Background: an optimization exercise with open tools, aiming at small area and a short achievable clock period. Do not read the settings as production practice.
The RTL was checked by simulation tests, not by an equivalence proof against the original design.
The clock port is modelled as an ideal driver; clocking choices that lean on that would not hold on a real chip.
Power is estimated from default activity; no workload was simulated.

==> flow/config.mk <==
export PLATFORM = sky130hd
export DESIGN_NAME = booth_mul_top
export DESIGN_NICKNAME = booth_mul_top
export VERILOG_FILES = /design/flow/design.v
export SDC_FILE = /design/flow/constraint.sdc
export NUM_CORES = 4
export LEC_CHECK = 0
export ABC_AREA = 1
export CAP_MARGIN = 20
export CORE_MARGIN = 2
export CORE_UTILIZATION = 50
export CTS_BUF_LIST = sky130_fd_sc_hd__clkbuf_8
export HOLD_SLACK_MARGIN = 0.05
export SLEW_MARGIN = 70
export SYNTH_HIERARCHICAL = 1
export SYNTH_MINIMUM_KEEP_SIZE = 0
==> flow/constraint.sdc <==
create_clock -name core_clock -period 12.2 [get_ports {clk}]
set_input_delay 2.4400 -clock core_clock [delete_from_list [all_inputs] [get_ports {clk}]]
set_output_delay 2.4400 -clock core_clock [all_outputs]
set_load 0.01 [all_outputs]
==> flow/design.v <==
module booth_mul_top(clk, A, B, m, ov);
	input clk;
	input [15:0] A, B;
	output reg [30:0] m;
	output reg ov;
	reg [15:0] a_q, b_q;
	wire [30:0] m_w;
	wire ov_w;
	BoothMUL mul(.A(a_q), .B(b_q), .m(m_w), .ov(ov_w));
	always @(posedge clk) begin
		a_q <= A;
		b_q <= B;
		m <= m_w;
		ov <= ov_w;
	end
endmodule

module FA(a, b, c, cout, sum);
	input a, b, c;
	output cout, sum;
	assign {cout, sum} = a + b + c;
endmodule
module HA(a, b, cout, sum);
	input a, b;
	output cout, sum;
	assign {cout, sum} = a + b;
endmodule
module BoothMUL(A, B, m, ov);
	input [15:0] A, B;
	output [30:0] m;
	output ov;
	wire s1;
	wire c2;
	wire s3;
	wire c4;
	wire s5;
	wire c6;
	wire s7;
	wire c8;
	wire s9;
	wire c10;
	wire s11;
	wire c12;
	wire s13;
	wire c14;
	wire s15;
	wire c16;
	wire s17;
	wire c18;
	wire s19;
	wire c20;
	wire s21;
	wire c22;
	wire s23;
	wire c24;
	wire s25;
	wire c26;
	wire s27;
	wire c28;
	wire s29;
	wire c30;
	wire s31;
	wire c32;
	wire s33;
	wire c34;
	wire s35;
	wire c36;
	wire s37;
	wire c38;
	wire s39;
	wire c40;
	wire s41;
	wire c42;
	wire s43;
	wire c44;
	wire s45;
	wire c46;
	wire s47;
	wire c48;
	wire s49;
	wire c50;
	wire s51;
	wire c52;
	wire s53;
	wire c54;
	wire s55;
	wire c56;
	wire s57;
	wire c58;
	wire s59;
	wire c60;
	wire s61;
	wire c62;
	wire s63;
	wire c64;
	wire s65;
	wire c66;
	wire s67;
	wire c68;
	wire s69;
	wire c70;
	wire s71;
	wire c72;
	wire s73;
	wire c74;
	wire s75;
	wire c76;
	wire s77;
	wire c78;
	wire s79;
	wire c80;
	wire s81;
	wire c82;
	wire s83;
	wire c84;
	wire s85;
	wire c86;
	wire s87;
	wire c88;
	wire s89;
	wire c90;
	wire s91;
	wire c92;
	wire s93;
	wire c94;
	wire s95;
	wire c96;
	wire s97;
	wire c98;
	wire s99;
	wire c100;
	wire s101;
	wire c102;
	wire s103;
	wire c104;
	wire s105;
	wire c106;
	wire s107;
	wire c108;
	wire s109;
	wire c110;
	wire s111;
	wire c112;
	wire s113;
	wire c114;
	wire s115;
	wire c116;
	wire s117;
	wire c118;
	wire s119;
	wire c120;
	wire s121;
	wire c122;
	wire s123;
	wire c124;
	wire s125;
	wire c126;
	wire s127;
	wire c128;
	wire s129;
	wire c130;
	wire s131;
	wire c132;
	wire s133;
	wire c134;
	wire s135;
	wire c136;
	wire s137;
	wire c138;
	wire s139;
	wire c140;
	wire s141;
	wire c142;
	wire s143;
	wire c144;
	wire s145;
	wire c146;
	wire s147;
	wire c148;
	wire s149;
	wire c150;
	wire s151;
	wire c152;
	wire s153;
	wire c154;
	wire s155;
	wire c156;
	wire s157;
	wire c158;
	wire s159;
	wire c160;
	wire s161;
	wire c162;
	wire s163;
	wire c164;
	wire s165;
	wire c166;
	wire s167;
	wire c168;
	wire s169;
	wire c170;
	wire s171;
	wire c172;
	wire s173;
	wire c174;
	wire s175;
	wire c176;
	wire s177;
	wire c178;
	wire s179;
	wire c180;
	wire s181;
	wire c182;
	wire s183;
	wire c184;
	wire s185;
	wire c186;
	wire s187;
	wire c188;
	wire s189;
	wire c190;
	wire s191;
	wire c192;
	wire s193;
	wire c194;
	wire s195;
	wire c196;
	wire s197;
	wire c198;
	wire s199;
	wire c200;
	wire s201;
	wire c202;
	wire s203;
	wire c204;
	wire s205;
	wire c206;
	wire s207;
	wire c208;
	wire s209;
	wire c210;
	wire s211;
	wire c212;
	wire s213;
	wire c214;
	wire s215;
	wire c216;
	wire s217;
	wire c218;
	wire s219;
	wire c220;
	wire s221;
	wire c222;
	wire s223;
	wire c224;
	wire neg0 = B[1];
	wire one0 = B[0] ^ 1'b0;
	wire two0 = (B[1] & ~B[0] & ~1'b0) | (~B[1] & B[0] & 1'b0);
	wire negz0 = B[1] & ~(B[0] & 1'b0);
	wire [15:0] x0 = A ^ {16{negz0}};
	wire pp0_0 = (one0 & x0[0]) | (two0 & negz0);
	wire pp0_1 = (one0 & x0[1]) | (two0 & x0[0]);
	wire pp0_2 = (one0 & x0[2]) | (two0 & x0[1]);
	wire pp0_3 = (one0 & x0[3]) | (two0 & x0[2]);
	wire pp0_4 = (one0 & x0[4]) | (two0 & x0[3]);
	wire pp0_5 = (one0 & x0[5]) | (two0 & x0[4]);
	wire pp0_6 = (one0 & x0[6]) | (two0 & x0[5]);
	wire pp0_7 = (one0 & x0[7]) | (two0 & x0[6]);
	wire pp0_8 = (one0 & x0[8]) | (two0 & x0[7]);
	wire pp0_9 = (one0 & x0[9]) | (two0 & x0[8]);
	wire pp0_10 = (one0 & x0[10]) | (two0 & x0[9]);
	wire pp0_11 = (one0 & x0[11]) | (two0 & x0[10]);
	wire pp0_12 = (one0 & x0[12]) | (two0 & x0[11]);
	wire pp0_13 = (one0 & x0[13]) | (two0 & x0[12]);
	wire pp0_14 = (one0 & x0[14]) | (two0 & x0[13]);
	wire pp0_15 = (one0 & x0[15]) | (two0 & x0[14]);
	wire pp0_16 = ~((one0 | two0) & x0[15]);
	wire neg1 = B[3];
	wire one1 = B[2] ^ B[1];
	wire two1 = (B[3] & ~B[2] & ~B[1]) | (~B[3] & B[2] & B[1]);
	wire negz1 = B[3] & ~(B[2] & B[1]);
	wire [15:0] x1 = A ^ {16{negz1}};
	wire pp1_0 = (one1 & x1[0]) | (two1 & negz1);
	wire pp1_1 = (one1 & x1[1]) | (two1 & x1[0]);
	wire pp1_2 = (one1 & x1[2]) | (two1 & x1[1]);
	wire pp1_3 = (one1 & x1[3]) | (two1 & x1[2]);
	wire pp1_4 = (one1 & x1[4]) | (two1 & x1[3]);
	wire pp1_5 = (one1 & x1[5]) | (two1 & x1[4]);
	wire pp1_6 = (one1 & x1[6]) | (two1 & x1[5]);
	wire pp1_7 = (one1 & x1[7]) | (two1 & x1[6]);
	wire pp1_8 = (one1 & x1[8]) | (two1 & x1[7]);
	wire pp1_9 = (one1 & x1[9]) | (two1 & x1[8]);
	wire pp1_10 = (one1 & x1[10]) | (two1 & x1[9]);
	wire pp1_11 = (one1 & x1[11]) | (two1 & x1[10]);
	wire pp1_12 = (one1 & x1[12]) | (two1 & x1[11]);
	wire pp1_13 = (one1 & x1[13]) | (two1 & x1[12]);
	wire pp1_14 = (one1 & x1[14]) | (two1 & x1[13]);
	wire pp1_15 = (one1 & x1[15]) | (two1 & x1[14]);
	wire pp1_16 = ~((one1 | two1) & x1[15]);
	wire neg2 = B[5];
	wire one2 = B[4] ^ B[3];
	wire two2 = (B[5] & ~B[4] & ~B[3]) | (~B[5] & B[4] & B[3]);
	wire negz2 = B[5] & ~(B[4] & B[3]);
	wire [15:0] x2 = A ^ {16{negz2}};
	wire pp2_0 = (one2 & x2[0]) | (two2 & negz2);
	wire pp2_1 = (one2 & x2[1]) | (two2 & x2[0]);
	wire pp2_2 = (one2 & x2[2]) | (two2 & x2[1]);
	wire pp2_3 = (one2 & x2[3]) | (two2 & x2[2]);
	wire pp2_4 = (one2 & x2[4]) | (two2 & x2[3]);
	wire pp2_5 = (one2 & x2[5]) | (two2 & x2[4]);
	wire pp2_6 = (one2 & x2[6]) | (two2 & x2[5]);
	wire pp2_7 = (one2 & x2[7]) | (two2 & x2[6]);
	wire pp2_8 = (one2 & x2[8]) | (two2 & x2[7]);
	wire pp2_9 = (one2 & x2[9]) | (two2 & x2[8]);
	wire pp2_10 = (one2 & x2[10]) | (two2 & x2[9]);
	wire pp2_11 = (one2 & x2[11]) | (two2 & x2[10]);
	wire pp2_12 = (one2 & x2[12]) | (two2 & x2[11]);
	wire pp2_13 = (one2 & x2[13]) | (two2 & x2[12]);
	wire pp2_14 = (one2 & x2[14]) | (two2 & x2[13]);
	wire pp2_15 = (one2 & x2[15]) | (two2 & x2[14]);
	wire pp2_16 = ~((one2 | two2) & x2[15]);
	wire neg3 = B[7];
	wire one3 = B[6] ^ B[5];
	wire two3 = (B[7] & ~B[6] & ~B[5]) | (~B[7] & B[6] & B[5]);
	wire negz3 = B[7] & ~(B[6] & B[5]);
	wire [15:0] x3 = A ^ {16{negz3}};
	wire pp3_0 = (one3 & x3[0]) | (two3 & negz3);
	wire pp3_1 = (one3 & x3[1]) | (two3 & x3[0]);
	wire pp3_2 = (one3 & x3[2]) | (two3 & x3[1]);
	wire pp3_3 = (one3 & x3[3]) | (two3 & x3[2]);
	wire pp3_4 = (one3 & x3[4]) | (two3 & x3[3]);
	wire pp3_5 = (one3 & x3[5]) | (two3 & x3[4]);
	wire pp3_6 = (one3 & x3[6]) | (two3 & x3[5]);
	wire pp3_7 = (one3 & x3[7]) | (two3 & x3[6]);
	wire pp3_8 = (one3 & x3[8]) | (two3 & x3[7]);
	wire pp3_9 = (one3 & x3[9]) | (two3 & x3[8]);
	wire pp3_10 = (one3 & x3[10]) | (two3 & x3[9]);
	wire pp3_11 = (one3 & x3[11]) | (two3 & x3[10]);
	wire pp3_12 = (one3 & x3[12]) | (two3 & x3[11]);
	wire pp3_13 = (one3 & x3[13]) | (two3 & x3[12]);
	wire pp3_14 = (one3 & x3[14]) | (two3 & x3[13]);
	wire pp3_15 = (one3 & x3[15]) | (two3 & x3[14]);
	wire pp3_16 = ~((one3 | two3) & x3[15]);
	wire neg4 = B[9];
	wire one4 = B[8] ^ B[7];
	wire two4 = (B[9] & ~B[8] & ~B[7]) | (~B[9] & B[8] & B[7]);
	wire negz4 = B[9] & ~(B[8] & B[7]);
	wire [15:0] x4 = A ^ {16{negz4}};
	wire pp4_0 = (one4 & x4[0]) | (two4 & negz4);
	wire pp4_1 = (one4 & x4[1]) | (two4 & x4[0]);
	wire pp4_2 = (one4 & x4[2]) | (two4 & x4[1]);
	wire pp4_3 = (one4 & x4[3]) | (two4 & x4[2]);
	wire pp4_4 = (one4 & x4[4]) | (two4 & x4[3]);
	wire pp4_5 = (one4 & x4[5]) | (two4 & x4[4]);
	wire pp4_6 = (one4 & x4[6]) | (two4 & x4[5]);
	wire pp4_7 = (one4 & x4[7]) | (two4 & x4[6]);
	wire pp4_8 = (one4 & x4[8]) | (two4 & x4[7]);
	wire pp4_9 = (one4 & x4[9]) | (two4 & x4[8]);
	wire pp4_10 = (one4 & x4[10]) | (two4 & x4[9]);
	wire pp4_11 = (one4 & x4[11]) | (two4 & x4[10]);
	wire pp4_12 = (one4 & x4[12]) | (two4 & x4[11]);
	wire pp4_13 = (one4 & x4[13]) | (two4 & x4[12]);
	wire pp4_14 = (one4 & x4[14]) | (two4 & x4[13]);
	wire pp4_15 = (one4 & x4[15]) | (two4 & x4[14]);
	wire pp4_16 = ~((one4 | two4) & x4[15]);
	wire neg5 = B[11];
	wire one5 = B[10] ^ B[9];
	wire two5 = (B[11] & ~B[10] & ~B[9]) | (~B[11] & B[10] & B[9]);
	wire negz5 = B[11] & ~(B[10] & B[9]);
	wire [15:0] x5 = A ^ {16{negz5}};
	wire pp5_0 = (one5 & x5[0]) | (two5 & negz5);
	wire pp5_1 = (one5 & x5[1]) | (two5 & x5[0]);
	wire pp5_2 = (one5 & x5[2]) | (two5 & x5[1]);
	wire pp5_3 = (one5 & x5[3]) | (two5 & x5[2]);
	wire pp5_4 = (one5 & x5[4]) | (two5 & x5[3]);
	wire pp5_5 = (one5 & x5[5]) | (two5 & x5[4]);
	wire pp5_6 = (one5 & x5[6]) | (two5 & x5[5]);
	wire pp5_7 = (one5 & x5[7]) | (two5 & x5[6]);
	wire pp5_8 = (one5 & x5[8]) | (two5 & x5[7]);
	wire pp5_9 = (one5 & x5[9]) | (two5 & x5[8]);
	wire pp5_10 = (one5 & x5[10]) | (two5 & x5[9]);
	wire pp5_11 = (one5 & x5[11]) | (two5 & x5[10]);
	wire pp5_12 = (one5 & x5[12]) | (two5 & x5[11]);
	wire pp5_13 = (one5 & x5[13]) | (two5 & x5[12]);
	wire pp5_14 = (one5 & x5[14]) | (two5 & x5[13]);
	wire pp5_15 = (one5 & x5[15]) | (two5 & x5[14]);
	wire pp5_16 = ~((one5 | two5) & x5[15]);
	wire neg6 = B[13];
	wire one6 = B[12] ^ B[11];
	wire two6 = (B[13] & ~B[12] & ~B[11]) | (~B[13] & B[12] & B[11]);
	wire negz6 = B[13] & ~(B[12] & B[11]);
	wire [15:0] x6 = A ^ {16{negz6}};
	wire pp6_0 = (one6 & x6[0]) | (two6 & negz6);
	wire pp6_1 = (one6 & x6[1]) | (two6 & x6[0]);
	wire pp6_2 = (one6 & x6[2]) | (two6 & x6[1]);
	wire pp6_3 = (one6 & x6[3]) | (two6 & x6[2]);
	wire pp6_4 = (one6 & x6[4]) | (two6 & x6[3]);
	wire pp6_5 = (one6 & x6[5]) | (two6 & x6[4]);
	wire pp6_6 = (one6 & x6[6]) | (two6 & x6[5]);
	wire pp6_7 = (one6 & x6[7]) | (two6 & x6[6]);
	wire pp6_8 = (one6 & x6[8]) | (two6 & x6[7]);
	wire pp6_9 = (one6 & x6[9]) | (two6 & x6[8]);
	wire pp6_10 = (one6 & x6[10]) | (two6 & x6[9]);
	wire pp6_11 = (one6 & x6[11]) | (two6 & x6[10]);
	wire pp6_12 = (one6 & x6[12]) | (two6 & x6[11]);
	wire pp6_13 = (one6 & x6[13]) | (two6 & x6[12]);
	wire pp6_14 = (one6 & x6[14]) | (two6 & x6[13]);
	wire pp6_15 = (one6 & x6[15]) | (two6 & x6[14]);
	wire pp6_16 = ~((one6 | two6) & x6[15]);
	wire neg7 = B[15];
	wire one7 = B[14] ^ B[13];
	wire two7 = (B[15] & ~B[14] & ~B[13]) | (~B[15] & B[14] & B[13]);
	wire negz7 = B[15] & ~(B[14] & B[13]);
	wire [15:0] x7 = A ^ {16{negz7}};
	wire pp7_0 = (one7 & x7[0]) | (two7 & negz7);
	wire pp7_1 = (one7 & x7[1]) | (two7 & x7[0]);
	wire pp7_2 = (one7 & x7[2]) | (two7 & x7[1]);
	wire pp7_3 = (one7 & x7[3]) | (two7 & x7[2]);
	wire pp7_4 = (one7 & x7[4]) | (two7 & x7[3]);
	wire pp7_5 = (one7 & x7[5]) | (two7 & x7[4]);
	wire pp7_6 = (one7 & x7[6]) | (two7 & x7[5]);
	wire pp7_7 = (one7 & x7[7]) | (two7 & x7[6]);
	wire pp7_8 = (one7 & x7[8]) | (two7 & x7[7]);
	wire pp7_9 = (one7 & x7[9]) | (two7 & x7[8]);
	wire pp7_10 = (one7 & x7[10]) | (two7 & x7[9]);
	wire pp7_11 = (one7 & x7[11]) | (two7 & x7[10]);
	wire pp7_12 = (one7 & x7[12]) | (two7 & x7[11]);
	wire pp7_13 = (one7 & x7[13]) | (two7 & x7[12]);
	wire pp7_14 = (one7 & x7[14]) | (two7 & x7[13]);
	wire pp7_15 = (one7 & x7[15]) | (two7 & x7[14]);
	wire pp7_16 = ~((one7 | two7) & x7[15]);
	HA ha2(.a(negz5), .b(pp0_10), .cout(c2), .sum(s1));
	HA ha4(.a(pp0_11), .b(pp1_9), .cout(c4), .sum(s3));
	FA fa6(.a(negz6), .b(pp0_12), .c(pp1_10), .cout(c6), .sum(s5));
	HA ha8(.a(pp2_8), .b(pp3_6), .cout(c8), .sum(s7));
	FA fa10(.a(pp0_13), .b(pp1_11), .c(pp2_9), .cout(c10), .sum(s9));
	HA ha12(.a(pp3_7), .b(pp4_5), .cout(c12), .sum(s11));
	FA fa14(.a(negz7), .b(pp0_14), .c(pp1_12), .cout(c14), .sum(s13));
	FA fa16(.a(pp2_10), .b(pp3_8), .c(pp4_6), .cout(c16), .sum(s15));
	HA ha18(.a(pp5_4), .b(pp6_2), .cout(c18), .sum(s17));
	FA fa20(.a(pp0_15), .b(pp1_13), .c(pp2_11), .cout(c20), .sum(s19));
	FA fa22(.a(pp3_9), .b(pp4_7), .c(pp5_5), .cout(c22), .sum(s21));
	HA ha24(.a(pp6_3), .b(pp7_1), .cout(c24), .sum(s23));
	assign s25 = ~(pp0_16 ^ pp1_14);
	assign c26 = pp0_16 | pp1_14;
	FA fa28(.a(pp2_12), .b(pp3_10), .c(pp4_8), .cout(c28), .sum(s27));
	FA fa30(.a(pp5_6), .b(pp6_4), .c(pp7_2), .cout(c30), .sum(s29));
	assign s31 = ~(pp1_15 ^ pp2_13);
	assign c32 = pp1_15 | pp2_13;
	FA fa34(.a(pp3_11), .b(pp4_9), .c(pp5_7), .cout(c34), .sum(s33));
	HA ha36(.a(pp6_5), .b(pp7_3), .cout(c36), .sum(s35));
	FA fa38(.a(pp1_16), .b(pp2_14), .c(pp3_12), .cout(c38), .sum(s37));
	FA fa40(.a(pp4_10), .b(pp5_8), .c(pp6_6), .cout(c40), .sum(s39));
	assign s41 = ~(pp2_15 ^ pp3_13);
	assign c42 = pp2_15 | pp3_13;
	HA ha44(.a(pp4_11), .b(pp5_9), .cout(c44), .sum(s43));
	FA fa46(.a(pp2_16), .b(pp3_14), .c(pp4_12), .cout(c46), .sum(s45));
	assign s47 = ~pp3_15;
	assign c48 = pp3_15;
	HA ha50(.a(negz3), .b(pp0_6), .cout(c50), .sum(s49));
	HA ha52(.a(pp0_7), .b(pp1_5), .cout(c52), .sum(s51));
	FA fa54(.a(negz4), .b(pp0_8), .c(pp1_6), .cout(c54), .sum(s53));
	HA ha56(.a(pp2_4), .b(pp3_2), .cout(c56), .sum(s55));
	FA fa58(.a(pp0_9), .b(pp1_7), .c(pp2_5), .cout(c58), .sum(s57));
	HA ha60(.a(pp3_3), .b(pp4_1), .cout(c60), .sum(s59));
	FA fa62(.a(pp1_8), .b(pp2_6), .c(pp3_4), .cout(c62), .sum(s61));
	FA fa64(.a(pp4_2), .b(pp5_0), .c(s1), .cout(c64), .sum(s63));
	FA fa66(.a(pp2_7), .b(pp3_5), .c(pp4_3), .cout(c66), .sum(s65));
	FA fa68(.a(pp5_1), .b(c2), .c(s3), .cout(c68), .sum(s67));
	FA fa70(.a(pp4_4), .b(pp5_2), .c(pp6_0), .cout(c70), .sum(s69));
	FA fa72(.a(c4), .b(s7), .c(s5), .cout(c72), .sum(s71));
	FA fa74(.a(pp5_3), .b(pp6_1), .c(c8), .cout(c74), .sum(s73));
	FA fa76(.a(s11), .b(c6), .c(s9), .cout(c76), .sum(s75));
	FA fa78(.a(pp7_0), .b(c12), .c(s17), .cout(c78), .sum(s77));
	FA fa80(.a(c10), .b(s13), .c(s15), .cout(c80), .sum(s79));
	FA fa82(.a(c18), .b(s23), .c(c14), .cout(c82), .sum(s81));
	FA fa84(.a(c16), .b(s19), .c(s21), .cout(c84), .sum(s83));
	FA fa86(.a(c24), .b(c20), .c(c22), .cout(c86), .sum(s85));
	FA fa88(.a(s25), .b(s27), .c(s29), .cout(c88), .sum(s87));
	FA fa90(.a(s35), .b(c26), .c(c28), .cout(c90), .sum(s89));
	FA fa92(.a(c30), .b(s31), .c(s33), .cout(c92), .sum(s91));
	FA fa94(.a(pp7_4), .b(c36), .c(c32), .cout(c94), .sum(s93));
	FA fa96(.a(c34), .b(s37), .c(s39), .cout(c96), .sum(s95));
	FA fa98(.a(pp6_7), .b(pp7_5), .c(s43), .cout(c98), .sum(s97));
	FA fa100(.a(c38), .b(c40), .c(s41), .cout(c100), .sum(s99));
	FA fa102(.a(pp5_10), .b(pp6_8), .c(pp7_6), .cout(c102), .sum(s101));
	FA fa104(.a(c44), .b(c42), .c(s45), .cout(c104), .sum(s103));
	FA fa106(.a(pp4_13), .b(pp5_11), .c(pp6_9), .cout(c106), .sum(s105));
	FA fa108(.a(pp7_7), .b(s47), .c(c46), .cout(c108), .sum(s107));
	FA fa110(.a(pp3_16), .b(pp4_14), .c(pp5_12), .cout(c110), .sum(s109));
	FA fa112(.a(pp6_10), .b(pp7_8), .c(c48), .cout(c112), .sum(s111));
	assign s113 = ~(pp4_15 ^ pp5_13);
	assign c114 = pp4_15 | pp5_13;
	HA ha116(.a(pp6_11), .b(pp7_9), .cout(c116), .sum(s115));
	FA fa118(.a(pp4_16), .b(pp5_14), .c(pp6_12), .cout(c118), .sum(s117));
	assign s119 = ~pp5_15;
	assign c120 = pp5_15;
	HA ha122(.a(negz2), .b(pp0_4), .cout(c122), .sum(s121));
	HA ha124(.a(pp0_5), .b(pp1_3), .cout(c124), .sum(s123));
	FA fa126(.a(pp1_4), .b(pp2_2), .c(pp3_0), .cout(c126), .sum(s125));
	FA fa128(.a(pp2_3), .b(pp3_1), .c(c50), .cout(c128), .sum(s127));
	FA fa130(.a(pp4_0), .b(c52), .c(s55), .cout(c130), .sum(s129));
	FA fa132(.a(c56), .b(s59), .c(c54), .cout(c132), .sum(s131));
	FA fa134(.a(c60), .b(c58), .c(s61), .cout(c134), .sum(s133));
	FA fa136(.a(c62), .b(s65), .c(c64), .cout(c136), .sum(s135));
	FA fa138(.a(c66), .b(s69), .c(c68), .cout(c138), .sum(s137));
	FA fa140(.a(c70), .b(s73), .c(c72), .cout(c140), .sum(s139));
	FA fa142(.a(c74), .b(s77), .c(c76), .cout(c142), .sum(s141));
	FA fa144(.a(c78), .b(c80), .c(s81), .cout(c144), .sum(s143));
	FA fa146(.a(c82), .b(c84), .c(s85), .cout(c146), .sum(s145));
	FA fa148(.a(c86), .b(c88), .c(s89), .cout(c148), .sum(s147));
	FA fa150(.a(c90), .b(c92), .c(s93), .cout(c150), .sum(s149));
	FA fa152(.a(s97), .b(c94), .c(c96), .cout(c152), .sum(s151));
	FA fa154(.a(s101), .b(c98), .c(c100), .cout(c154), .sum(s153));
	FA fa156(.a(c102), .b(s105), .c(c104), .cout(c156), .sum(s155));
	FA fa158(.a(c106), .b(s109), .c(s111), .cout(c158), .sum(s157));
	FA fa160(.a(s115), .b(c110), .c(s113), .cout(c160), .sum(s159));
	FA fa162(.a(pp7_10), .b(c116), .c(c114), .cout(c162), .sum(s161));
	FA fa164(.a(pp6_13), .b(pp7_11), .c(s119), .cout(c164), .sum(s163));
	FA fa166(.a(pp5_16), .b(pp6_14), .c(pp7_12), .cout(c166), .sum(s165));
	assign s167 = ~pp6_15;
	assign c168 = pp6_15;
	HA ha170(.a(negz1), .b(pp0_2), .cout(c170), .sum(s169));
	HA ha172(.a(pp0_3), .b(pp1_1), .cout(c172), .sum(s171));
	FA fa174(.a(pp1_2), .b(pp2_0), .c(s121), .cout(c174), .sum(s173));
	FA fa176(.a(pp2_1), .b(c122), .c(s123), .cout(c176), .sum(s175));
	FA fa178(.a(c124), .b(s49), .c(s125), .cout(c178), .sum(s177));
	FA fa180(.a(s51), .b(c126), .c(s127), .cout(c180), .sum(s179));
	FA fa182(.a(s53), .b(c128), .c(s129), .cout(c182), .sum(s181));
	FA fa184(.a(s57), .b(c130), .c(s131), .cout(c184), .sum(s183));
	FA fa186(.a(s63), .b(c132), .c(s133), .cout(c186), .sum(s185));
	FA fa188(.a(s67), .b(c134), .c(s135), .cout(c188), .sum(s187));
	FA fa190(.a(s71), .b(c136), .c(s137), .cout(c190), .sum(s189));
	FA fa192(.a(s75), .b(c138), .c(s139), .cout(c192), .sum(s191));
	FA fa194(.a(s79), .b(c140), .c(s141), .cout(c194), .sum(s193));
	FA fa196(.a(s83), .b(c142), .c(s143), .cout(c196), .sum(s195));
	FA fa198(.a(s87), .b(c144), .c(s145), .cout(c198), .sum(s197));
	FA fa200(.a(s91), .b(c146), .c(s147), .cout(c200), .sum(s199));
	FA fa202(.a(s95), .b(c148), .c(s149), .cout(c202), .sum(s201));
	FA fa204(.a(s99), .b(c150), .c(s151), .cout(c204), .sum(s203));
	FA fa206(.a(s103), .b(c152), .c(s153), .cout(c206), .sum(s205));
	FA fa208(.a(s107), .b(c154), .c(s155), .cout(c208), .sum(s207));
	FA fa210(.a(c108), .b(s157), .c(c156), .cout(c210), .sum(s209));
	FA fa212(.a(c112), .b(s159), .c(c158), .cout(c212), .sum(s211));
	FA fa214(.a(s117), .b(c160), .c(s161), .cout(c214), .sum(s213));
	FA fa216(.a(c118), .b(s163), .c(c162), .cout(c216), .sum(s215));
	FA fa218(.a(c120), .b(s165), .c(c164), .cout(c218), .sum(s217));
	FA fa220(.a(pp7_13), .b(s167), .c(c166), .cout(c220), .sum(s219));
	FA fa222(.a(pp6_16), .b(pp7_14), .c(c168), .cout(c222), .sum(s221));
	assign s223 = ~pp7_15;
	assign c224 = pp7_15;
	wire [31:0] X = {1'b1, pp7_16, s223, s221, s219, s217, c214, s213, s211, s209, c206, c204, c202, c200, c198, c196, c194, c192, c190, c188, c186, c184, c182, c180, c178, c176, c174, c172, c170, pp1_0, pp0_1, negz0};
	wire [31:0] Y = {1'b0, c224, c222, c220, c218, c216, s215, c212, c210, c208, s207, s205, s203, s201, s199, s197, s195, s193, s191, s189, s187, s185, s183, s181, s179, s177, s175, s173, s171, s169, 1'b0, pp0_0};
	wire [31:0] P;
	wire [31:0] g, p;
	HA pg0(.a(X[0]), .b(Y[0]), .cout(g[0]), .sum(p[0]));
	assign g[1] = 1'b0;
	assign p[1] = pp0_1;
	HA pg2(.a(X[2]), .b(Y[2]), .cout(g[2]), .sum(p[2]));
	HA pg3(.a(X[3]), .b(Y[3]), .cout(g[3]), .sum(p[3]));
	HA pg4(.a(X[4]), .b(Y[4]), .cout(g[4]), .sum(p[4]));
	HA pg5(.a(X[5]), .b(Y[5]), .cout(g[5]), .sum(p[5]));
	HA pg6(.a(X[6]), .b(Y[6]), .cout(g[6]), .sum(p[6]));
	HA pg7(.a(X[7]), .b(Y[7]), .cout(g[7]), .sum(p[7]));
	HA pg8(.a(X[8]), .b(Y[8]), .cout(g[8]), .sum(p[8]));
	HA pg9(.a(X[9]), .b(Y[9]), .cout(g[9]), .sum(p[9]));
	HA pg10(.a(X[10]), .b(Y[10]), .cout(g[10]), .sum(p[10]));
	HA pg11(.a(X[11]), .b(Y[11]), .cout(g[11]), .sum(p[11]));
	HA pg12(.a(X[12]), .b(Y[12]), .cout(g[12]), .sum(p[12]));
	HA pg13(.a(X[13]), .b(Y[13]), .cout(g[13]), .sum(p[13]));
	HA pg14(.a(X[14]), .b(Y[14]), .cout(g[14]), .sum(p[14]));
	HA pg15(.a(X[15]), .b(Y[15]), .cout(g[15]), .sum(p[15]));
	HA pg16(.a(X[16]), .b(Y[16]), .cout(g[16]), .sum(p[16]));
	HA pg17(.a(X[17]), .b(Y[17]), .cout(g[17]), .sum(p[17]));
	HA pg18(.a(X[18]), .b(Y[18]), .cout(g[18]), .sum(p[18]));
	HA pg19(.a(X[19]), .b(Y[19]), .cout(g[19]), .sum(p[19]));
	HA pg20(.a(X[20]), .b(Y[20]), .cout(g[20]), .sum(p[20]));
	HA pg21(.a(X[21]), .b(Y[21]), .cout(g[21]), .sum(p[21]));
	HA pg22(.a(X[22]), .b(Y[22]), .cout(g[22]), .sum(p[22]));
	HA pg23(.a(X[23]), .b(Y[23]), .cout(g[23]), .sum(p[23]));
	HA pg24(.a(X[24]), .b(Y[24]), .cout(g[24]), .sum(p[24]));
	HA pg25(.a(X[25]), .b(Y[25]), .cout(g[25]), .sum(p[25]));
	HA pg26(.a(X[26]), .b(Y[26]), .cout(g[26]), .sum(p[26]));
	HA pg27(.a(X[27]), .b(Y[27]), .cout(g[27]), .sum(p[27]));
	HA pg28(.a(X[28]), .b(Y[28]), .cout(g[28]), .sum(p[28]));
	HA pg29(.a(X[29]), .b(Y[29]), .cout(g[29]), .sum(p[29]));
	HA pg30(.a(X[30]), .b(Y[30]), .cout(g[30]), .sum(p[30]));
	assign g[31] = 1'b0;
	assign p[31] = ~1'b0;
	assign G225 = g[1] | (p[1] & g[0]);
	assign Pq226 = p[1] & p[0];
	assign G227 = g[3] | (p[3] & g[2]);
	assign Pq228 = p[3] & p[2];
	assign G229 = g[5] | (p[5] & g[4]);
	assign Pq230 = p[5] & p[4];
	assign G231 = g[7] | (p[7] & g[6]);
	assign Pq232 = p[7] & p[6];
	assign G233 = g[9] | (p[9] & g[8]);
	assign Pq234 = p[9] & p[8];
	assign G235 = g[11] | (p[11] & g[10]);
	assign Pq236 = p[11] & p[10];
	assign G237 = g[13] | (p[13] & g[12]);
	assign Pq238 = p[13] & p[12];
	assign G239 = g[15] | (p[15] & g[14]);
	assign Pq240 = p[15] & p[14];
	assign G241 = g[17] | (p[17] & g[16]);
	assign Pq242 = p[17] & p[16];
	assign G243 = g[19] | (p[19] & g[18]);
	assign Pq244 = p[19] & p[18];
	assign G245 = g[21] | (p[21] & g[20]);
	assign Pq246 = p[21] & p[20];
	assign G247 = g[23] | (p[23] & g[22]);
	assign Pq248 = p[23] & p[22];
	assign G249 = g[25] | (p[25] & g[24]);
	assign Pq250 = p[25] & p[24];
	assign G251 = g[27] | (p[27] & g[26]);
	assign Pq252 = p[27] & p[26];
	assign G253 = g[29] | (p[29] & g[28]);
	assign Pq254 = p[29] & p[28];
	assign G255 = g[31] | (p[31] & g[30]);
	assign Pq256 = p[31] & p[30];
	assign G257 = G227 | (Pq228 & G225);
	assign Pq258 = Pq228 & Pq226;
	assign G259 = G231 | (Pq232 & G229);
	assign Pq260 = Pq232 & Pq230;
	assign G261 = G235 | (Pq236 & G233);
	assign Pq262 = Pq236 & Pq234;
	assign G263 = G239 | (Pq240 & G237);
	assign Pq264 = Pq240 & Pq238;
	assign G265 = G243 | (Pq244 & G241);
	assign Pq266 = Pq244 & Pq242;
	assign G267 = G247 | (Pq248 & G245);
	assign Pq268 = Pq248 & Pq246;
	assign G269 = G251 | (Pq252 & G249);
	assign Pq270 = Pq252 & Pq250;
	assign G271 = G255 | (Pq256 & G253);
	assign Pq272 = Pq256 & Pq254;
	assign G273 = G259 | (Pq260 & G257);
	assign Pq274 = Pq260 & Pq258;
	assign G275 = G263 | (Pq264 & G261);
	assign Pq276 = Pq264 & Pq262;
	assign G277 = G267 | (Pq268 & G265);
	assign Pq278 = Pq268 & Pq266;
	assign G279 = G271 | (Pq272 & G269);
	assign Pq280 = Pq272 & Pq270;
	assign G281 = G275 | (Pq276 & G273);
	assign Pq282 = Pq276 & Pq274;
	assign G283 = G279 | (Pq280 & G277);
	assign Pq284 = Pq280 & Pq278;
	assign G285 = G283 | (Pq284 & G281);
	assign Pq286 = Pq284 & Pq282;
	assign G287 = G277 | (Pq278 & G281);
	assign Pq288 = Pq278 & Pq282;
	assign G289 = G261 | (Pq262 & G273);
	assign Pq290 = Pq262 & Pq274;
	assign G291 = G265 | (Pq266 & G281);
	assign Pq292 = Pq266 & Pq282;
	assign G293 = G269 | (Pq270 & G287);
	assign Pq294 = Pq270 & Pq288;
	assign G295 = G229 | (Pq230 & G257);
	assign Pq296 = Pq230 & Pq258;
	assign G297 = G233 | (Pq234 & G273);
	assign Pq298 = Pq234 & Pq274;
	assign G299 = G237 | (Pq238 & G289);
	assign Pq300 = Pq238 & Pq290;
	assign G301 = G241 | (Pq242 & G281);
	assign Pq302 = Pq242 & Pq282;
	assign G303 = G245 | (Pq246 & G291);
	assign Pq304 = Pq246 & Pq292;
	assign G305 = G249 | (Pq250 & G287);
	assign Pq306 = Pq250 & Pq288;
	assign G307 = G253 | (Pq254 & G293);
	assign Pq308 = Pq254 & Pq294;
	assign G309 = g[2] | (p[2] & G225);
	assign Pq310 = p[2] & Pq226;
	assign G311 = g[4] | (p[4] & G257);
	assign Pq312 = p[4] & Pq258;
	assign G313 = g[6] | (p[6] & G295);
	assign Pq314 = p[6] & Pq296;
	assign G315 = g[8] | (p[8] & G273);
	assign Pq316 = p[8] & Pq274;
	assign G317 = g[10] | (p[10] & G297);
	assign Pq318 = p[10] & Pq298;
	assign G319 = g[12] | (p[12] & G289);
	assign Pq320 = p[12] & Pq290;
	assign G321 = g[14] | (p[14] & G299);
	assign Pq322 = p[14] & Pq300;
	assign G323 = g[16] | (p[16] & G281);
	assign Pq324 = p[16] & Pq282;
	assign G325 = g[18] | (p[18] & G301);
	assign Pq326 = p[18] & Pq302;
	assign G327 = g[20] | (p[20] & G291);
	assign Pq328 = p[20] & Pq292;
	assign G329 = g[22] | (p[22] & G303);
	assign Pq330 = p[22] & Pq304;
	assign G331 = g[24] | (p[24] & G287);
	assign Pq332 = p[24] & Pq288;
	assign G333 = g[26] | (p[26] & G305);
	assign Pq334 = p[26] & Pq306;
	assign G335 = g[28] | (p[28] & G293);
	assign Pq336 = p[28] & Pq294;
	assign G337 = g[30] | (p[30] & G307);
	assign Pq338 = p[30] & Pq308;
	assign P[0] = p[0];
	assign P[1] = p[1] ^ g[0];
	assign P[2] = p[2] ^ G225;
	assign P[3] = p[3] ^ G309;
	assign P[4] = p[4] ^ G257;
	assign P[5] = p[5] ^ G311;
	assign P[6] = p[6] ^ G295;
	assign P[7] = p[7] ^ G313;
	assign P[8] = p[8] ^ G273;
	assign P[9] = p[9] ^ G315;
	assign P[10] = p[10] ^ G297;
	assign P[11] = p[11] ^ G317;
	assign P[12] = p[12] ^ G289;
	assign P[13] = p[13] ^ G319;
	assign P[14] = p[14] ^ G299;
	assign P[15] = p[15] ^ G321;
	assign P[16] = p[16] ^ G281;
	assign P[17] = p[17] ^ G323;
	assign P[18] = p[18] ^ G301;
	assign P[19] = p[19] ^ G325;
	assign P[20] = p[20] ^ G291;
	assign P[21] = p[21] ^ G327;
	assign P[22] = p[22] ^ G303;
	assign P[23] = p[23] ^ G329;
	assign P[24] = p[24] ^ G287;
	assign P[25] = p[25] ^ G331;
	assign P[26] = p[26] ^ G305;
	assign P[27] = p[27] ^ G333;
	assign P[28] = p[28] ^ G293;
	assign P[29] = p[29] ^ G335;
	assign P[30] = p[30] ^ G307;
	assign P[31] = p[31] ^ G337;
	assign m = P[30:0];
	assign ov = ~P[31];
endmodule
==> flow/flow/run.sh <==
#!/bin/bash
# The standard layout (standard.sh, unchanged synthesis) with two changes:
# - the port buffers use sky130_fd_sc_hd__buf_1 (every port still gets one);
# - after clock tree synthesis, flow/skew.tcl delays the clock of the output
#   registers m and ov whose data paths are long, by a short chain of clock
#   delay cells (useful skew for the register-to-register path through the
#   multiplier).
export BUFFER_PORTS_ARGS="-buffer_cell sky130_fd_sc_hd__buf_1"
export POST_CTS_TCL="$PWD/flow/skew.tcl"
bash standard.sh > standard.log 2>&1
==> flow/flow/skew.tcl <==
# POST_CTS_TCL hook: useful skew for the register-to-register path through
# the multiplier. The clock of the output registers (m, ov) whose data paths
# are long is delayed by a short chain of clock delay cells, so that the path
# a_q/b_q -> m gets more time. The output ports, which m and ov drive, lose the
# same time. The delay is chosen to balance the two: the worst slack of the
# internal paths and of the output ports come out about equal. A register
# whose shortest path is short (small hold slack) gets a shorter chain.
# Every cell added is a clock buffer or delay cell on the clock net; the
# registers themselves are untouched.
set_propagated_clock [all_clocks]
estimate_parasitics -placement

set P "sky130_fd_sc_hd__"
# chains and their approximate added delay (ns), shortest first
set chains [list \
  [list 0.33 [list ${P}clkdlybuf4s18_1 ${P}clkbuf_4]] \
  [list 0.38 [list ${P}clkdlybuf4s25_1 ${P}clkbuf_4]] \
  [list 0.58 [list ${P}clkdlybuf4s50_1 ${P}clkbuf_4]] \
  [list 0.82 [list ${P}clkdlybuf4s50_1 ${P}clkdlybuf4s18_1 ${P}clkbuf_4]] \
  [list 0.87 [list ${P}clkdlybuf4s50_1 ${P}clkdlybuf4s25_1 ${P}clkbuf_4]] \
  [list 1.10 [list ${P}clkdlybuf4s50_1 ${P}clkdlybuf4s50_1 ${P}clkbuf_4]] \
  [list 1.39 [list ${P}clkdlybuf4s50_1 ${P}clkdlybuf4s50_1 ${P}clkdlybuf4s25_1 ${P}clkbuf_4]] \
]

proc worst {args} {
  set p [find_timing_paths {*}$args -path_delay max]
  return [get_property [lindex $p 0] slack]
}
set s_out [worst -to [all_outputs]]
set s_in [worst -from [all_inputs]]
puts "skew: before: output slack $s_out input slack $s_in"

set regs {}
foreach c [all_registers -cells] {
  set name [get_full_name $c]
  if {![regexp {^(m\[[0-9]+\]|ov)\$} $name]} { continue }
  set d [get_pins $name/D]
  lappend regs [list $name [get_property $d slack_max] [get_property $d slack_min]]
}
set s_int 1e9
foreach r $regs { if {[lindex $r 1] < $s_int} { set s_int [lindex $r 1] } }
puts "skew: before: internal slack $s_int"

set best -1
set best_ws -1e9
for {set i 0} {$i < [llength $chains]} {incr i} {
  set dly [lindex [lindex $chains $i] 0]
  set ws [expr {$s_out - $dly}]
  foreach r $regs {
    lassign $r name smax smin
    # registers that gain nothing keep their clock
    if {$smax >= $s_out - $dly} { continue }
    set ws [expr {min($ws, $smax + $dly)}]
  }
  puts "skew: chain $i (+$dly ns) predicted worst slack $ws"
  if {$ws > $best_ws} { set best_ws $ws; set best $i }
}
set dly [lindex [lindex $chains $best] 0]
puts "skew: using chain $best (+$dly ns)"

set groups [dict create]
foreach r $regs {
  lassign $r name smax smin
  if {$smax >= $s_out - $dly} { continue }
  # longest chain up to the chosen one that the hold slack allows
  set tier -1
  for {set i $best} {$i >= 0} {incr i -1} {
    if {[lindex [lindex $chains $i] 0] < $smin + 0.1} { set tier $i; break }
  }
  puts "skew: $name setup slack $smax hold slack $smin chain $tier"
  if {$tier < 0} { continue }
  set net [get_full_name [get_nets -of_objects [get_pins $name/CLK]]]
  dict lappend groups "$net $tier" "$name/CLK"
}
set k 0
dict for {key pins} $groups {
  lassign $key netname tier
  puts "skew: net $netname chain $tier drives [llength $pins] output registers"
  set cur $netname
  foreach cell [lindex [lindex $chains $tier] 1] {
    insert_buffer -buffer_cell $cell -net [get_nets $cur] -load_pins [get_pins $pins] -buffer_name "skew_buf_$k"
    incr k
    set cur [get_full_name [get_nets -of_objects [get_pins [lindex $pins 0]]]]
  }
}
detailed_placement
check_placement -verbose
estimate_parasitics -placement
puts "skew: after: output slack [worst -to [all_outputs]] internal slack [worst -from [all_registers -clock_pins] -to [all_registers -data_pins]]"
report_clock_skew
report_checks -path_delay min -digits 3
==> flow/standard.sh <==
#!/bin/bash
# synth_recipe.tcl (not shown) runs the flow's synth.tcl, then flattens the netlist and writes it again
# the make line also repeats each setting of config.mk as NAME=value (left out here)
make -C /OpenROAD-flow-scripts/flow DESIGN_CONFIG=/design/flow/config.mk WORK_HOME=/design/flow/orfs CLKGATE_MAP_FILE= SYNTH_SCRIPT=/design/flow/synth_recipe.tcl "${@:-finish}"
==> metrics.csv, run 1 <==
stage,metric,value,unit
detailed_routing,via count,5535,
place,pre-CTS setup slack,7040,ps
cts,clk latency of the worst-skew pair,1260,ps
sta,setup_tns,0,ps
yosys,sequential area share after synthesis,0.177,
worst_setup_path,Critical Path Sink Type,register,
sta,final slew viol count,0,
worst_setup_path,R2R Path End,ov,
cts,CTS tree,yes,
yosys,Syn Nets,929,
detailed_routing,number of remaining DRC errors,0,
sta,Final setup viols,0,
power,VDD IR max,0.000183,V
sta,Final period util,0.354,
die,Starting Density,0.517,
sta,hold violation count in the final report,0,
yosys,mux contribution to synthesized area,0,
yosys,Synth Area in XOR/XNOR,0.172,
grt,vias in the first global route,5778,
yosys,cells after synthesis,735,
place,placed inst area,7540,um^2
detailed_routing,Post-Route WL,18.1,mm
worst_setup_path,Critical Path RT,13310,ps
yosys,distinct cell type count after synthesis,32,
die,Row Count,43,
place,HPWL after DPL,14.2,mm
layout,FF/Latch Area,1300,um^2
sta,RSZ-0062 raised after global routing,false,
sta,Slew HR,0.726,
sta,Worst Tran Pin Value,411,ps
detailed_routing,routed length per placed instance,18.4,um
cts,Worst-path clk slew,90,ps
power,Final Power,2.27,mW
place,PortBufs,64,
worst_setup_path,CP endpoint,ov,
layout,Antenna Cells,0,
detailed_routing,Via density,5.64,
layout,Final Instance Area,7880,um^2
detailed_routing,iteration count of the initial detailed-routing pass,7,
grt,first-pass GRT wire length,29.5,mm
power,Leak Pwr,3.26,nW
yosys,main combinational cell family by area after synthesis,adder cells,
worst_setup_path,reg2reg start,b_q[1],
place,GPL Wtd Cong,0.910,
die,Top-Level Pins,65,
worst_hold_path,HP Class,reg -> reg,
die,Die H,124,um
layout,nets@finish,990,
run,Max Cap Viol,0,
die,die area,15400,um^2
sta,fmax,232,MHz
worst_setup_path,Setup CP Type,reg -> reg,
yosys,adder-cell share of the synthesized area,0.369,
yosys,synth warn,121,
layout,Multi-input gate area,5470,um^2
grt,grt ovf,0,
layout,most frequent cells in the layout,"o22ai_1, xnor2_1, fa_1, ha_1, buf_1",
power,pwr dens,288,nW/um^2
yosys,Synth Area in Simple Gates,0.0814,
yosys,syn_area_per_cell,9.83,um^2
detailed_routing,Post-DRT Antenna Nets,0,
grt,pin count of the biggest net entering global routing,22,
grt,GRT Total Usage,0.239,
worst_setup_path,crit start category,register,
detailed_routing,initial DRC count,433,
status,status,"complete, no violations",
worst_setup_path,reg2reg path depth,23,
layout,share of post-route cells with drive strength above 1,0.125,
yosys,synthesized area,7230,um^2
layout,Fill cells,1291,
yosys,Seq cells post-synth,64,
worst_setup_path,Worst setup startpoint,b_q[1],
die,Core Area,14000,um^2
worst_setup_path,worst-path fanout max,21,
sta,final worst slack,7880,ps
yosys,Synth Area in Compound Gates,0.134,
sta,Worst Skew,902,ps
worst_setup_path,"Arr. time, crit path",5420,ps
die,die width,124,um
grt,initial antenna violation count,0,
worst_setup_path,"setup slack, reg-to-reg",7880,ps
layout,Area growth syn-to-layout,8.97,%
sta,post-layout min period,4320,ps
cts,clock sink total,64,
## registers in the layout (all words and copies together), names as in the netlist
name / flops
ov: 1
m: 31
b_q: 16
a_q: 16
## worst max-delay path, stage by stage, from the launching register on
cell      delay (ps)
dfxtp_4          560
nand3_1          110
nand2_1          130
clkinv_1         350
o22ai_1          280
fa_1             470
fa_1             440
fa_1             550
fa_1             420
ha_1             330
nand2_1          110
inv_1             50
nand2_1           60
nand2_1           50
a21oi_1          210
nand2_4          100
nand2_2           80
nand2_4           70
nand2_2           70
nand2_2           50
nand2_1           60
nand2_1           50
ha_1             160
or2_2            280
## kinds of logic (layout without fill, tap and decap cells)
| family | Yosys count | count (layout) |
|---|---|---|
| buffers and inverters | 99 | 165 |
| XOR/XNOR | 142 | 142 |
| flip-flops | 64 | 64 |
| adder cells (fa/ha/maj) | 161 | 161 |
| AND/OR/NAND/NOR | 113 | 113 |
| AO/OA/AOI/OAI | 156 | 156 |
## metrics by stage
stage,hold slack (ps),instances,util
floorplan,568,735,-
global placement,879,940,0.532
detailed placement,759,949,0.539
global route,100,981,0.563
finish,85.5,981,0.563
## final cells by class, without the clock buffers
type                            count  area share
Clock inverter                      6     0.00556
Inverter                           60      0.0288
Multi-Input combinational cell    572       0.695
Sequential cell                    64       0.165
Tap cell                          180      0.0286
Timing Repair Buffer               74      0.0424
## report_power, final
part	total [mW]	internal, mW	switching [mW]
combinational	1.67	0.749	0.922
sequential	0.337	0.307	0.0295
clock	0.259	0.147	0.112
## synth_stat cells
library cell / number / area share
clkinv_1: 1 / 0.00052
ha_1: 74 / 0.13
nor3_1: 1 / 0.00069
o22ai_1: 113 / 0.098
xor2_1: 29 / 0.035
buf_8: 4 / 0.0083
xnor2_1: 113 / 0.14
fa_1: 87 / 0.24
nand2_2: 8 / 0.0069
nand3_1: 14 / 0.0097
o21ai_2: 6 / 0.0073
clkbuf_1: 9 / 0.0047
nand4_1: 2 / 0.0017
buf_2: 20 / 0.014
dfxtp_1: 64 / 0.18
a31o_2: 3 / 0.0036
nor2_1: 19 / 0.0099
inv_1: 43 / 0.022
o21bai_1: 3 / 0.0031
a21oi_1: 11 / 0.0076
nand2_4: 2 / 0.0031
inv_2: 16 / 0.0083
nor2_2: 2 / 0.0017
buf_6: 4 / 0.0062
nor2_8: 2 / 0.0055
or2_2: 1 / 0.00087
buf_4: 2 / 0.0021
a21o_1: 2 / 0.0021
nand2_1: 46 / 0.024
or2_1: 11 / 0.0095
o21ai_0: 18 / 0.012
nor2_4: 5 / 0.0078
## Yosys stat by module, one instance, submodules excluded
module,copies in the design,cells
HA,47,1
FA,87,1
BoothMUL,1,537
booth_mul_top,1,64
## worst min-delay path by stage
stage	to	depth (start not counted)	start	slack, ps
after floorplan	m[0]	2	b_q[1]	570
after global routing	ov	4	a_q[15]	100
final	ov	5	b_q[14]	90
after global placement	ov	5	b_q[14]	880
after detailed placement	m[0]	1	b_q[1]	760
## metal layers
layer  global-route usage  share of wire
met3               0.0486          0.071
met5                    0              0
met4               0.0932          0.023
met2                0.377           0.46
met1                0.323           0.45
==> run 2, diff against run 1 <==
--- a/flow/flow/skew.tcl
+++ b/flow/flow/skew.tcl
@@ -18,7 +18,12 @@
   [list 0.58 [list ${P}clkdlybuf4s50_1 ${P}clkbuf_4]] \
+  [list 0.72 [list ${P}clkdlybuf4s50_1 ${P}clkbuf_1 ${P}clkbuf_4]] \
   [list 0.82 [list ${P}clkdlybuf4s50_1 ${P}clkdlybuf4s18_1 ${P}clkbuf_4]] \
   [list 0.87 [list ${P}clkdlybuf4s50_1 ${P}clkdlybuf4s25_1 ${P}clkbuf_4]] \
+  [list 1.00 [list ${P}clkdlybuf4s50_1 ${P}clkdlybuf4s25_1 ${P}clkbuf_1 ${P}clkbuf_4]] \
   [list 1.10 [list ${P}clkdlybuf4s50_1 ${P}clkdlybuf4s50_1 ${P}clkbuf_4]] \
+  [list 1.24 [list ${P}clkdlybuf4s50_1 ${P}clkdlybuf4s50_1 ${P}clkbuf_1 ${P}clkbuf_4]] \
   [list 1.39 [list ${P}clkdlybuf4s50_1 ${P}clkdlybuf4s50_1 ${P}clkdlybuf4s25_1 ${P}clkbuf_4]] \
 ]
+# the internal paths lose about this much (ns) from here to the routed layout
+set bias 0.1
 
@@ -52,3 +57,3 @@
     if {$smax >= $s_out - $dly} { continue }
-    set ws [expr {min($ws, $smax + $dly)}]
+    set ws [expr {min($ws, $smax + $dly - $bias)}]
   }
--- a/flow/config.mk
+++ b/flow/config.mk
@@ -10,3 +10,3 @@
 export CORE_MARGIN = 2
-export CORE_UTILIZATION = 50
+export CORE_UTILIZATION = 60
 export CTS_BUF_LIST = sky130_fd_sc_hd__clkbuf_8
==> run 2 against run 1 <==
- critical path type unchanged
- still clean on timing, DRC and antenna
- hold slack lost 44 ps
- critical path depth stayed put
- die area decreased by 16%
- sequential share of layout area hardly changed
==> metrics.csv, run 2 <==
stage,metric,value,unit
worst_setup_path,crit-path cells,"dlygate4sd3_1, ha_1, nor2_4, buf_4, buf_4, xnor2_1, o22ai_1, fa_1, fa_1, fa_1, fa_1, ha_1, a21o_1, nand3_1, a21oi_1, nor2_1, nand2_4, nand2_2, nand2_2, nand2_1, nand2_1, ha_1, or2_2",
detailed_routing,Post-DRT Antenna Nets,0,
yosys,Seq cells post-synth,64,
sta,RSZ-0062 raised after global routing,false,
die,Core Area,11900,um^2
sta,Slew HR,0.727,
worst_setup_path,"Buf+Inv Stages, Crit Path",3,
yosys,sequential area share after synthesis,0.177,
power,Leak Pwr,3.28,nW
die,Row Count,40,
worst_setup_path,Crit path largest cell delay,560,ps
sta,hold violation count in the final report,0,
grt,pin count of the biggest net entering global routing,22,
worst_setup_path,Worst path depth,23,
yosys,Syn Nets,929,
yosys,synthesized area,7230,um^2
sta,fmax,209,MHz
status,status,"complete, no violations",
yosys,share of the synthesized area in the top cell type,0.241,
detailed_routing,Post-Route WL,17.8,mm
power,VDD IR max,0.000177,V
power,Final Power,2.28,mW
sta,Worst Tran Pin Value,409,ps
yosys,cells after synthesis,735,
die,Die H,114,um
worst_setup_path,R2R Path End,ov,
detailed_routing,number of remaining DRC errors,0,
layout,Fill cells,1000,
yosys,Post-synth top flop,dfxtp_1,
worst_setup_path,worst-path fanout max,9,
layout,Largest Register,m,
die,die area,12900,um^2
power,NetSw,1.06,mW
detailed_routing,iteration count of the initial detailed-routing pass,5,
power,clock power share,0.117,
worst_hold_path,HP Class,reg -> reg,
yosys,cell taking the most area after synthesis,fa_1,
power,Int Pwr,1.22,mW
grt,grt ovf,0,
worst_setup_path,reg2reg path depth,23,
worst_setup_path,CP endpoint,ov,
die,Top-Level Pins,65,
yosys,asr flop ratio synth,0,
worst_setup_path,crit start category,register,
die,die width,114,um
yosys,distinct cell type count after synthesis,32,
detailed_routing,Via density,5.82,
layout,nets@finish,993,
layout,most frequent cells in the layout,"o22ai_1, xnor2_1, fa_1, ha_1, buf_1",
yosys,syn_area_per_cell,9.83,um^2
layout,fin util,0.663,
sta,Final setup viols,0,
power,Comb pwr share,0.736,
worst_setup_path,"setup slack, reg-to-reg",7420,ps
worst_setup_path,Setup CP Type,reg -> reg,
yosys,synth warn,121,
yosys,Post-synth EDFFs,0,
detailed_routing,routed length per placed instance,18.7,um
power,Reg power frac,0.147,
die,Starting Density,0.609,
cts,clock sink total,64,
yosys,top post-synthesis cells by count,"o22ai_1, xnor2_1, fa_1",
place,PortBufs,64,
cts,clk latency of the worst-skew pair,1330,ps
sta,setup_tns,0,ps
worst_setup_path,reg2reg start,b_q[14],
grt,initial antenna violation count,0,
layout,Largest regs,"m: 31 flops, a_q: 16 flops, b_q: 16 flops",
yosys,Synth area leaders,"fa_1, dfxtp_1, xnor2_1",
layout,Antenna Cells,0,
worst_setup_path,Critical Path Sink Type,register,
power,switching share of power,0.465,
detailed_routing,via count,5535,
worst_setup_path,Worst setup startpoint,b_q[14],
worst_setup_path,most used cell along the critical path,fa_1,
place,HPWL after DPL,13.8,mm
sta,post-layout min period,4780,ps
worst_setup_path,"Arr. time, crit path",5970,ps
worst_setup_path,CP max stage cell,dlygate4sd3_1,
cts,CTS tree,yes,
sta,final slew viol count,0,
layout,max reg flops,31,
sta,Final period util,0.392,
grt,GRT Total Usage,0.291,
run,Max Cap Viol,0,
layout,Area growth syn-to-layout,8.72,%
grt,first-pass GRT wire length,28.9,mm
worst_setup_path,"delay-heaviest family, CP",adder cells,
layout,share of post-route cells with drive strength above 1,0.123,
power,pwr dens,289,nW/um^2
worst_setup_path,Critical Path RT,13390,ps
sta,Worst Skew,980,ps
cts,Worst-path clk slew,70,ps
place,GPL Wtd Cong,0.905,
grt,vias in the first global route,5664,
detailed_routing,initial DRC count,361,
-- run 2: cell count changes in the layout (fill, tap and decap cells not counted), sizes merged --
| cell | change |
|---|---|
| bufinv | +1 |
| inv | +2 |
| clkdlybuf4s50 | -1 |
| clkdlybuf4s25 | -1 |
| dlygate4sd3 | +2 |
| clkinv | -3 |
| clkbuf | +3 |
-- run 2: worst min-delay path by stage --
stage          endpoint    start  cells past startpoint
2_1_floorplan      m[0]   b_q[1]                      2
3_3_place_gp         ov  b_q[14]                      5
3_5_place_dp       m[0]   b_q[1]                      1
5_1_grt           m[30]  b_q[15]                      6
6_report          m[30]  b_q[15]                      6
-- run 2: layer usage --
layer,vias to the layer above,wire (um),GRT usage
li1,2626,-,-
met1,2664,8220,0.401
met2,220,7990,0.462
met3,25,1180,0.0515
met4,0,368,0.112
met5,-,0,0
-- run 2: tightest hold or removal path, cell delays in order (launching register included) --
cell and delay (ps):
dfxtp_1 310, inv_1 70, nor2_4 110, xor2_1 90, o21ai_0 100, ha_1 150, ha_1 120
-- run 2: power by group through the flow --
stage / logic (mW) / registers (mW) / clock network, mW
after floorplan: 1.28 / 0.356 / 0
after global placement: 1.61 / 0.338 / 0
after detailed placement: 1.67 / 0.340 / 0
after global routing: 1.92 / 0.340 / 0.284
final: 1.67 / 0.335 / 0.266
-- run 2: Yosys stat by module, one instance, submodules excluded --
module / copies in the design / cells
BoothMUL: 1 / 537
FA: 87 / 1
HA: 47 / 1
booth_mul_top: 1 / 64
-- run 2: cells by family after synthesis --
group / Yosys count / synth area share
adders and majority gates: 161 / 0.369
AOI/OAI and AO/OA: 156 / 0.134
xor gates and xnor gates: 142 / 0.172
and+or+nand+nor: 113 / 0.0814
buffers and inverters: 99 / 0.0663
DFF: 64 / 0.177
-- run 2: final cells by class, without the clock buffers --
cell class / count / area (um^2) / area share
Multi-Input combinational cell: 572 / 5470 / 0.696
Sequential cell: 64 / 1300 / 0.166
Timing Repair Buffer: 76 / 347 / 0.0441
Inverter: 60 / 226 / 0.0288
Tap cell: 147 / 184 / 0.0234
Clock inverter: 6 / 67.6 / 0.00860
-- run 2: per-stage QoR --
step	worst slack, ps	hold slack, ps	instance area (um^2)	instances
2_1_floorplan	7440	568	7230	735
6_report	7420	41.8	7860	951
3_3_place_gp	6690	886	7400	907
3_5_place_dp	6920	740	7490	916
5_1_grt	7210	81.7	7860	951
==> run 3, diff against run 2 <==
--- a/flow/config.mk
+++ b/flow/config.mk
@@ -10,6 +10,6 @@
 export CORE_MARGIN = 2
-export CORE_UTILIZATION = 60
+export CORE_UTILIZATION = 50
 export CTS_BUF_LIST = sky130_fd_sc_hd__clkbuf_8
 export HOLD_SLACK_MARGIN = 0.05
-export SLEW_MARGIN = 70
+export SLEW_MARGIN = 75
 export SYNTH_HIERARCHICAL = 1
==> run 3 against run 2 <==
- cell count rose by 3.5%
- utilization is 9.8 points lower
- combinational power is essentially flat
- hold slack worse by 28 ps
- sequential power is essentially flat
- via count grew 0.69%
- critical endpoint unchanged
- highest routed layer unchanged
==> metrics.csv, run 3 <==
stage,metric,value,unit
status,status,"complete, no violations",
yosys,Seq cells post-synth,64,
sta,Final period util,0.352,
detailed_routing,routed length per placed instance,18.1,um
yosys,main combinational cell family by area after synthesis,adder cells,
yosys,Syn Nets,929,
yosys,synthesized area,7230,um^2
place,GPL Wtd Cong,0.910,
die,die width,124,um
yosys,sequential area share after synthesis,0.177,
grt,grt ovf,0,
yosys,mux contribution to synthesized area,0,
detailed_routing,via count,5573,
layout,fin util,0.564,
detailed_routing,iteration count of the initial detailed-routing pass,5,
worst_setup_path,"Buf+Inv Stages, Crit Path",2,
run,Max Cap Viol,0,
place,PortBufs,64,
worst_setup_path,"Arr. time, crit path",5490,ps
power,pwr dens,284,nW/um^2
power,VDD IR max,0.000163,V
worst_setup_path,crit start category,register,
worst_setup_path,Critical Path RT,13390,ps
yosys,synth warn,121,
worst_setup_path,crit-path cells,"ha_1, nor2_4, buf_4, buf_4, xnor2_1, o22ai_1, fa_1, fa_1, fa_1, fa_1, ha_1, a21o_1, nand3_1, a21oi_1, nor2_1, nand2_4, nand2_2, nand2_2, nand2_1, nand2_1, ha_1, or2_2",
yosys,asr flop ratio synth,0,
detailed_routing,Post-DRT Antenna Nets,0,
die,die area,15400,um^2
grt,initial antenna violation count,0,
die,Row Count,43,
cts,clock sink total,64,
yosys,top post-synthesis cells by count,"o22ai_1, xnor2_1, fa_1",
worst_setup_path,reg2reg start,b_q[11],
place,pre-CTS setup slack,6950,ps
layout,Antenna Cells,0,
yosys,Post-synth EDFFs,0,
detailed_routing,initial DRC count,319,
sta,Worst Tran Pin Value,369,ps
worst_setup_path,Worst setup startpoint,b_q[11],
yosys,cells after synthesis,735,
die,Core Area,14000,um^2
worst_hold_path,HP Class,reg -> reg,
yosys,Synth area leaders,"fa_1, dfxtp_1, xnor2_1",
cts,Worst-path clk slew,80,ps
yosys,Post-synth top flop,dfxtp_1,
layout,Fill cells,1291,
grt,vias in the first global route,5670,
power,Final Power,2.24,mW
layout,Largest Register,m,
yosys,Synth Area in Compound Gates,0.134,
worst_hold_path,Hold Crit Start,b_q[14],
place,placed cell count,952,
layout,max reg flops,31,
sta,setup_tns,0,ps
layout,Final Instance Area,7900,um^2
layout,Non-Filler Instances,984,
yosys,distinct cell type count after synthesis,32,
worst_setup_path,worst-path fanout max,8,
die,Starting Density,0.517,
sta,final worst slack,7900,ps
detailed_routing,Post-Route WL,17.8,mm
worst_setup_path,Critical Path Sink Type,register,
sta,Slew HR,0.754,
grt,pin count of the biggest net entering global routing,22,
sta,hold slack,14.1,ps
layout,share of post-route cells with drive strength above 1,0.128,
cts,CTS tree,yes,
place,placed inst area,7580,um^2
yosys,syn_area_per_cell,9.83,um^2
die,Die H,124,um
detailed_routing,Via density,5.66,
place,HPWL after DPL,14.3,mm
layout,Area growth syn-to-layout,9.23,%
yosys,cell taking the most area after synthesis,fa_1,
worst_setup_path,Crit path largest cell delay,530,ps
layout,nets@finish,993,
sta,Final setup viols,0,
yosys,Synth Area in Simple Gates,0.0814,
sta,final slew viol count,0,
sta,RSZ-0062 raised after global routing,false,
yosys,adder-cell share of the synthesized area,0.369,
worst_setup_path,"delay-heaviest family, CP",adder cells,
sta,post-layout min period,4300,ps
yosys,Synth Area in XOR/XNOR,0.172,
die,Top-Level Pins,65,
sta,hold violation count in the final report,0,
cts,clk latency of the worst-skew pair,1360,ps
worst_setup_path,CP max stage cell,fa_1,
detailed_routing,number of remaining DRC errors,0,
yosys,share of the synthesized area in the top cell type,0.241,
sta,Worst Skew,1000,ps
power,Leak Pwr,3.27,nW
worst_setup_path,Setup CP Type,reg -> reg,
sta,fmax,233,MHz
grt,GRT Total Usage,0.236,
grt,first-pass GRT wire length,29.0,mm
layout,most frequent cells in the layout,"o22ai_1, xnor2_1, fa_1, ha_1, buf_1",
layout,Largest regs,"m: 31 flops, a_q: 16 flops, b_q: 16 flops",
worst_setup_path,most used cell along the critical path,fa_1,
-- run 3: cell count changes in the layout (fill, tap and decap cells not counted), moves of 2 or more --
cell,previous run,this run
dfxtp_2,13,8
dfxtp_4,1,6
o21ai_0,15,10
o21ai_1,3,7
clkinv_2,1,3
dlygate4sd3_1,2,0
-- run 3: layer usage --
layer / wire length, um / vias to the layer above / GRT usage
met4: 509 / 0 / 0.0952
li1: - / 2628 / -
met5: 0 / - / 0
met3: 1150 / 46 / 0.0392
met2: 8170 / 217 / 0.374
met1: 7950 / 2682 / 0.323
-- run 3: cell type report, without the clock buffers --
class / instances / area, um^2 / share of cell area
Clock inverter: 6 / 43.8 / 0.00555
Inverter: 60 / 226 / 0.0287
Multi-Input combinational cell: 572 / 5470 / 0.693
Sequential cell: 64 / 1310 / 0.166
Tap cell: 180 / 225 / 0.0285
Timing Repair Buffer: 76 / 349 / 0.0442
-- run 3: modules after synthesis (local to each module, per instance) --
module | times used | area [um^2]
booth_mul_top | 1 | 1280
HA | 47 | 12.5
FA | 87 | 20.0
BoothMUL | 1 | 3620
-- run 3: cell families after synthesis --
kind of cell             count (synthesis)
flip-flops                              64
AND/OR/NAND/NOR                        113
AO/OA/AOI/OAI                          156
XOR/XNOR                               142
adder cells (fa/ha/maj)                161
buffers and inverters                   99
-- run 3: power by group --
group	leakage [nW]	switching [mW]	internal, mW	total, mW
sequential	0.542	0.0291	0.307	0.336
combinational	2.58	0.913	0.746	1.66
clock	0.146	0.110	0.139	0.250
total	3.27	1.05	1.19	2.24
-- run 3: worst reg2reg max path, stage by stage (launching register included) --
cell     delay (ps)
dfxtp_1         360
ha_1            250
nor2_4          240
buf_4           240
buf_4           210
xnor2_1         100
o22ai_1         260
fa_1            480
fa_1            400
fa_1            530
fa_1            410
ha_1            340
a21o_1          210
nand3_1          90
a21oi_1          70
nor2_1          170
nand2_4         100
nand2_2          70
nand2_2          50
nand2_1          60
nand2_1          50
ha_1            160
or2_2           280
-- run 3: final timing paths --
path / cells past startpoint / endpoint / slack [ps]
worst min register to register: 5 / ov / 10
worst max-delay path: 22 / ov / 7900
worst max register to register: 22 / ov / 7900
worst min-delay path: 5 / ov / 10

[separate check: timing with driven ports]
Ports are ideal in the flow. The routed layouts listed here were re-timed in OpenROAD. Step 1: set_driving_cell puts a clkbuf_16 on clk and a buf_2 on each other input, an assumption about the parent block. Step 2, shift: input delay + t, output delay - t, t = (earliest + latest rising clock arrival at the registers) / 2. This alone moves slack from input paths to output paths. Three values: ideal, step 1, step 2; two values: the first two.
| run | t (ns) | setup WS [ns] | clock arrival spread, ns | worst register clock-pin slew, ns | pins driven straight from the clock port |
|---|---|---|---|---|---|
| run 1 | 0.847 | 7.884 / 7.884 / 7.884 | 0.902 / 0.901 | 0.09 / 0.09 | 1 |
| run 2 | 0.877 | 7.420 / 7.420 / 7.420 | 0.980 / 0.980 | 0.08 / 0.08 | 1 |
| run 3 | 0.901 | 7.902 / 7.886 / 7.902 | 1.000 / 1.000 | 0.09 / 0.09 | 1 |
In every run listed the clock reaches the registers at very different times; t lies between them, and the last value is a rough guide only.
